From an optimization exercise on the open Yosys and OpenROAD flow, aimed at small area; shortcuts taken in it are not production practice. RTL that was checked went through simulation tests only; none was proved equivalent to the original. Power and IR drop assume default switching activity.

==> flow/design.v (excerpt) <==
module fir_pipeline #(
    parameter DATA_WIDTH  = 24,
    parameter TAP_NUM     = 64,
    parameter COEFF_WIDTH = 26
)(
    input  logic                          clk,
    input  logic                          rst_n,
    input  logic                          in_valid,
    input  logic signed [DATA_WIDTH-1:0]  in_data,
    output logic                          out_valid,
    output logic signed [DATA_WIDTH+15:0] out_data
);
Size in the first run: about 1600 flip-flops, about 68 I/O pins.
clock: 10.0 ns
lec_check: 0
abc_area: 1
cap_margin: 20
core_margin: 2
core_utilization: 40
cts_buf_list: sky130_fd_sc_hd__clkbuf_8
cts_cluster_diameter: 50
cts_cluster_size: 20
slew_margin: 20
standard.sh (not shown) runs the stock make flow with config.mk's settings and CLKGATE_MAP_FILE= SYNTH_SCRIPT=/design/flow/synth_recipe.tcl, a recipe that flattens the netlist after the stock synthesis.
==> flow/flow/run.sh <==
#!/bin/bash
# Standard ORFS layout (the standard.sh) with two changes:
#  - clock tree synthesis without dummy loads, clkbuf_8 leaf clusters
#  - port buffers use buf_1
set -euo pipefail
export CTS_ARGS="-sink_clustering_enable -repair_clock_nets -dont_use_dummy_load -buf_list sky130_fd_sc_hd__clkbuf_8 -sink_clustering_size 20 -sink_clustering_max_diameter 50"
export BUFFER_PORTS_ARGS="-buffer_cell sky130_fd_sc_hd__buf_1"
bash standard.sh > standard.log 2>&1
The starting point completed without violations.
==> next run, changes <==
==> flow/run.sh (new file) <==
#!/bin/bash
# synth_recipe.tcl (not shown) runs the flow's synth.tcl, then flattens the netlist and writes it again
# the make line also repeats each setting of config.mk as NAME=value (left out here)
make -C /OpenROAD-flow-scripts/flow DESIGN_CONFIG=/design/flow/config.mk WORK_HOME=/design/flow/orfs CLKGATE_MAP_FILE= SYNTH_SCRIPT=/design/flow/synth_recipe.tcl finish
removed: flow/flow/run.sh
removed: flow/standard.sh
=> The new run completed without violations; die area stays the same; synthesized area is unchanged; register-to-register slack is better by 140 ps; setup slack is better by 140 ps; flip-flop and latch count does not change.
Function was not checked in any run of this note: the RTL went through the layout flow alone.

---

Another version of the RTL of fir_pipeline (not shown whole).
For scale: roughly 2500 cells after synthesis, roughly 1600 flip-flops, roughly 68 I/O pins, roughly 0.037 mm^2 of cells after synthesis.
clock: 10.0 ns
lec_check: 0
cap_margin: 20
core_margin: 2
core_utilization: 40
cts_buf_list: sky130_fd_sc_hd__clkbuf_8
cts_cluster_diameter: 50
cts_cluster_size: 20
slew_margin: 20
run.sh (not shown) runs the stock make flow with config.mk's settings and CLKGATE_MAP_FILE= SYNTH_SCRIPT=/design/flow/synth_recipe.tcl, a recipe that flattens the netlist after the stock synthesis.
Stock flow here: none of the scripts above is used.
The first run passed the timing, DRC and antenna checks.
Rerun with:
- CTS_BUF_LIST: sky130_fd_sc_hd__clkbuf_8 -> not set
- CTS_CLUSTER_DIAMETER: 50 -> not set
- CTS_CLUSTER_SIZE: 20 -> not set
Effect: The changed run went through all stages and came out clean. Count of clock-buffer cells in the layout climbs by 90. Sequential share of layout area falls by 4.8 points. Core utilization came out higher by 2.9 points. Sequential power barely changes. Non-clock buffer count is unchanged. Worst hold slack improves by 0.0062 ns. Final cell count increases by 2.5%. Critical path depth stays the same.

---

Another version of the RTL of fir_pipeline (not shown whole).
For scale: about 1600 flip-flops, roughly 68 I/O pins, roughly 34000 um2 of cells after synthesis.
==> flow/config.mk <==
export PLATFORM = sky130hd
export DESIGN_NAME = fir_pipeline
export DESIGN_NICKNAME = fir_pipeline
export VERILOG_FILES = /design/flow/design.v
export SDC_FILE = /design/flow/constraint.sdc
export NUM_CORES = 8
export LEC_CHECK = 0
export ABC_AREA = 1
export CAP_MARGIN = 20
export CELL_PAD_IN_SITES_GLOBAL_PLACEMENT = 1
export CORE_MARGIN = 2
export CORE_UTILIZATION = 50
export SLEW_MARGIN = 20
==> flow/constraint.sdc <==
create_clock -name core_clock -period 10.0 [get_ports {clk}]
set_input_delay 2.0000 -clock core_clock [delete_from_list [all_inputs] [get_ports {clk}]]
set_output_delay 2.0000 -clock core_clock [all_outputs]
set_load 0.01 [all_outputs]
standard.sh (not shown) runs the stock make flow with config.mk's settings and CLKGATE_MAP_FILE= SYNTH_SCRIPT=/design/flow/synth_recipe.tcl, a recipe that flattens the netlist after the stock synthesis.
==> flow/flow/run.sh <==
#!/bin/bash
# The standard ORFS layout (the standard.sh, same synthesis script and
# steps), with these changes:
#  - ABC maps the logic with flow/abc_area.script (ORFS's area script slot;
#    ABC_AREA is set in config.mk): deep AIG synthesis, then area mapping.
#  - half adder cells are not used (they are left as gates for ABC).
#  - clock tree synthesis: clkbuf_8 clusters of at most 22 sinks, 80 um
#    diameter, no dummy loads.
#  - port buffers are buf_1 (every port still gets its own buffer).
# Every tool writes its full log to orfs/logs/...; make's output goes to
# standard.log in this folder.
set -euo pipefail
rm -rf scripts_local
cp -r "$FLOW_HOME/scripts" scripts_local
cp flow/abc_area.script scripts_local/abc_area.script
cat > config_local.mk <<EOC
include $PWD/config.mk
export SCRIPTS_DIR = $PWD/scripts_local
export CTS_ARGS = -sink_clustering_enable -repair_clock_nets -dont_use_dummy_load -buf_list sky130_fd_sc_hd__clkbuf_8 -sink_clustering_size 22 -sink_clustering_max_diameter 80 -root_buf sky130_fd_sc_hd__clkbuf_16 -tree_buf sky130_fd_sc_hd__clkbuf_16
export BUFFER_PORTS_ARGS = -buffer_cell sky130_fd_sc_hd__buf_1
export DONT_USE_CELLS += sky130_fd_sc_hd__ha_1 sky130_fd_sc_hd__ha_2 sky130_fd_sc_hd__ha_4
EOC
sed "s#DESIGN_CONFIG=[^ ]*#DESIGN_CONFIG=$PWD/config_local.mk#" standard.sh > standard_local.sh
bash standard_local.sh > standard.log 2>&1
==> flow/flow/abc_area.script <==
strash
&get -n
&deepsyn -J 300 -S 1
&put
&get -n
&dch
&nf -R 1000
&put
topo
stime -c
Next try:
==> flow/flow/run.sh (replaced) <==
#!/bin/bash
# Standard ORFS layout (the standard.sh) with these changes:
#  - synthesis maps with our own ABC script (flow/abc_area.script, used as
#    ORFS's area script; ABC_AREA is set in config.mk)
#  - clock tree synthesis without dummy loads, with our buffer and clustering
#  - port buffers use buf_1
set -euo pipefail
rm -rf scripts_local
cp -r "$FLOW_HOME/scripts" scripts_local
cp flow/abc_area.script scripts_local/abc_area.script
export SCRIPTS_DIR="$PWD/scripts_local"
export CTS_ARGS="-sink_clustering_enable -repair_clock_nets -dont_use_dummy_load -buf_list sky130_fd_sc_hd__clkbuf_8 -sink_clustering_size 22 -sink_clustering_max_diameter 60"
export BUFFER_PORTS_ARGS="-buffer_cell sky130_fd_sc_hd__buf_1"
bash standard.sh > standard.log 2>&1
- CELL_PAD_IN_SITES_GLOBAL_PLACEMENT: 1 -> default
- CORE_UTILIZATION: 50 -> 55
After rerunning: Final cell count goes up slightly. First-iteration DRC count goes down by a quarter to a third. Critical path depth goes up by 5. Register-to-register slack is worse by 50 ps. Sequential cell count does not change. Worst setup slack is worse by 47 ps.
Next try:
--- a/flow/flow/run.sh
+++ b/flow/flow/run.sh
@@ -4,0 +5 @@
+#  - extra don't-use cells: sky130_fd_sc_hd__ha_1 sky130_fd_sc_hd__ha_2 sky130_fd_sc_hd__ha_4 sky130_fd_sc_hd__o21ai_0 sky130_fd_sc_hd__a21boi_0 sky130_fd_sc_hd__and2_0 sky130_fd_sc_hd__o311ai_0 sky130_fd_sc_hd__or2_0
@@ -6,0 +8 @@
+# Each tool's output is in orfs/logs; make's output is in standard.log.
@@ -11,4 +13,9 @@
-export SCRIPTS_DIR="$PWD/scripts_local"
-export CTS_ARGS="-sink_clustering_enable -repair_clock_nets -dont_use_dummy_load -buf_list sky130_fd_sc_hd__clkbuf_8 -sink_clustering_size 22 -sink_clustering_max_diameter 60"
-export BUFFER_PORTS_ARGS="-buffer_cell sky130_fd_sc_hd__buf_1"
-bash standard.sh > standard.log 2>&1
+cat > config_local.mk <<EOC
+include $PWD/config.mk
+export SCRIPTS_DIR = $PWD/scripts_local
+export CTS_ARGS = -sink_clustering_enable -repair_clock_nets -dont_use_dummy_load -buf_list sky130_fd_sc_hd__clkbuf_8 -sink_clustering_size 22 -sink_clustering_max_diameter 80
+export BUFFER_PORTS_ARGS = -buffer_cell sky130_fd_sc_hd__buf_1
+export DONT_USE_CELLS += sky130_fd_sc_hd__ha_1 sky130_fd_sc_hd__ha_2 sky130_fd_sc_hd__ha_4 sky130_fd_sc_hd__o21ai_0 sky130_fd_sc_hd__a21boi_0 sky130_fd_sc_hd__and2_0 sky130_fd_sc_hd__o311ai_0 sky130_fd_sc_hd__or2_0
+EOC
+sed "s#DESIGN_CONFIG=[^ ]*#DESIGN_CONFIG=$PWD/config_local.mk#" standard.sh > standard_local.sh
+bash standard_local.sh > standard.log 2>&1
==> flow/flow/abc_area.script (replaced) <==
strash
&get -n
&deepsyn -J 1000 -S 1
&put
&get -n
&dch
&nf -R 1000
&put
topo
stime -c
- CORE_UTILIZATION: 55 -> 50
Worst hold slack is worse by 12 ps.
Clock power barely changes.
Final area falls by 1.1%.
Clock-buffer cell count goes down by 1.
Sequential share of layout area rose by 0.98 points.
Next try:
==> flow/flow/run.sh (replaced) <==
#!/bin/bash
# Standard ORFS layout (the standard.sh) with these changes:
#  - synthesis maps with our own ABC script (flow/abc_area.script, used as
#    ORFS's area script; ABC_AREA is set in config.mk)
#  - clock tree synthesis without dummy loads, with our buffer and clustering
#  - port buffers use buf_1
set -euo pipefail
rm -rf scripts_local
cp -r "$FLOW_HOME/scripts" scripts_local
cp flow/abc_area.script scripts_local/abc_area.script
export SCRIPTS_DIR="$PWD/scripts_local"
export CTS_ARGS="-sink_clustering_enable -repair_clock_nets -dont_use_dummy_load -buf_list sky130_fd_sc_hd__clkbuf_4 -sink_clustering_size 12 -sink_clustering_max_diameter 30"
export BUFFER_PORTS_ARGS="-buffer_cell sky130_fd_sc_hd__buf_1"
bash standard.sh > standard.log 2>&1
==> flow/flow/abc_area.script (replaced) <==
strash
&get -n
&deepsyn -J 300 -S 1
&put
&get -n
&dch
&nf -R 1000
&put
topo
stime -c
- CORE_UTILIZATION: 50 -> 40
Count of clock-buffer cells in the layout climbs by 111.
Fmax is about the same.
Area after synthesis climbs by 1.2%.
Sequential power is about the same.
Routed wire length climbs by 12%.
Global-route usage drops by 1.2 points.
Worst hold slack improved by 22 ps.
Flip-flop and latch count does not change.
Next try:
--- a/flow/flow/run.sh
+++ b/flow/flow/run.sh
@@ -4,0 +5 @@
+#  - extra don't-use cells: sky130_fd_sc_hd__ha_1 sky130_fd_sc_hd__ha_2 sky130_fd_sc_hd__ha_4 sky130_fd_sc_hd__o21ai_0 sky130_fd_sc_hd__a21boi_0 sky130_fd_sc_hd__and2_0 sky130_fd_sc_hd__o311ai_0 sky130_fd_sc_hd__or2_0
@@ -6,0 +8 @@
+# Each tool's output is in orfs/logs; make's output is in standard.log.
@@ -11,4 +13,9 @@
-export SCRIPTS_DIR="$PWD/scripts_local"
-export CTS_ARGS="-sink_clustering_enable -repair_clock_nets -dont_use_dummy_load -buf_list sky130_fd_sc_hd__clkbuf_4 -sink_clustering_size 12 -sink_clustering_max_diameter 30"
-export BUFFER_PORTS_ARGS="-buffer_cell sky130_fd_sc_hd__buf_1"
-bash standard.sh > standard.log 2>&1
+cat > config_local.mk <<EOC
+include $PWD/config.mk
+export SCRIPTS_DIR = $PWD/scripts_local
+export CTS_ARGS = -sink_clustering_enable -repair_clock_nets -dont_use_dummy_load -buf_list sky130_fd_sc_hd__clkbuf_8 -sink_clustering_size 22 -sink_clustering_max_diameter 80
+export BUFFER_PORTS_ARGS = -buffer_cell sky130_fd_sc_hd__buf_1
+export DONT_USE_CELLS += sky130_fd_sc_hd__ha_1 sky130_fd_sc_hd__ha_2 sky130_fd_sc_hd__ha_4 sky130_fd_sc_hd__o21ai_0 sky130_fd_sc_hd__a21boi_0 sky130_fd_sc_hd__and2_0 sky130_fd_sc_hd__o311ai_0 sky130_fd_sc_hd__or2_0
+EOC
+sed "s#DESIGN_CONFIG=[^ ]*#DESIGN_CONFIG=$PWD/config_local.mk#" standard.sh > standard_local.sh
+bash standard_local.sh > standard.log 2>&1
- CORE_UTILIZATION: 40 -> 50
What happened: The new run finished with timing, DRC and antenna clean; sequential cell count stays the same; die area is lower by 21%; fmax barely changes; cell count fell by 13%; total power falls by 3.0%; area after synthesis goes down by 1.2%.
Next try:
==> flow/flow/run.sh (replaced) <==
#!/bin/bash
# Standard ORFS layout (the standard.sh) with these changes:
#  - synthesis maps with our own ABC script (flow/abc_area.script, used as
#    ORFS's area script; ABC_AREA is set in config.mk)
#  - clock tree synthesis without dummy loads, with our buffer and clustering
#  - port buffers use buf_1
set -euo pipefail
rm -rf scripts_local
cp -r "$FLOW_HOME/scripts" scripts_local
cp flow/abc_area.script scripts_local/abc_area.script
export SCRIPTS_DIR="$PWD/scripts_local"
export CTS_ARGS="-sink_clustering_enable -repair_clock_nets -dont_use_dummy_load -buf_list sky130_fd_sc_hd__clkbuf_8 -sink_clustering_size 20 -sink_clustering_max_diameter 80"
export BUFFER_PORTS_ARGS="-buffer_cell sky130_fd_sc_hd__buf_1"
bash standard.sh > standard.log 2>&1
Sequential power stays flat.
Setup slack gains 56 ps.
Count of clock-buffer cells in the layout goes up by 7.
Design area goes up by 1.4%.
Flip-flop and latch count does not change.
Global-route usage goes up by 0.74 points.

[afterwards: timing with drivers on the ports]
In the flow no input, the clock included, has a driving cell. The finished layouts below were timed again as built, in two steps. Step 1 sets driving cells, clkbuf_16 on the clock port and buf_2 on the other inputs (assumed; they add their load-dependent delay and slew). Step 2 moves the port delays by t, midway between the first and last clock arrival at a register: inputs arrive t later, outputs are due t later. That takes back most of the time a late clock gives input paths. a / b / c = no drivers / after step 1 / after step 2; a / b = the first two.
run	t (ns)	setup slack, ns	hold WS [ns]
the first run of note 1	0.731	0.751 / 0.751 / 0.751	0.231 / 0.231 / 0.231
the second run of note 1	0.800	0.890 / 0.890 / 0.890	0.301 / 0.301 / 0.301
the first run of note 2	0.814	3.354 / 3.354 / 3.354	0.302 / 0.302 / 0.302
the second run of note 2	0.795	3.368 / 3.368 / 3.368	0.309 / 0.309 / 0.309
the first run of note 3	0.635	1.008 / 1.008 / 1.008	0.316 / 0.316 / 0.316
the second run of note 3	0.705	0.961 / 0.961 / 0.961	0.256 / 0.256 / 0.256
the third run of note 3	0.701	0.802 / 0.802 / 0.802	0.244 / 0.244 / 0.244
the fourth run of note 3	1.018	0.813 / 0.813 / 0.813	0.266 / 0.266 / 0.266
the fifth run of note 3	0.701	0.802 / 0.802 / 0.802	0.244 / 0.244 / 0.244
the sixth run of note 3	0.700	0.858 / 0.858 / 0.858	0.258 / 0.258 / 0.258
After both steps setup and hold are still met in every run listed.
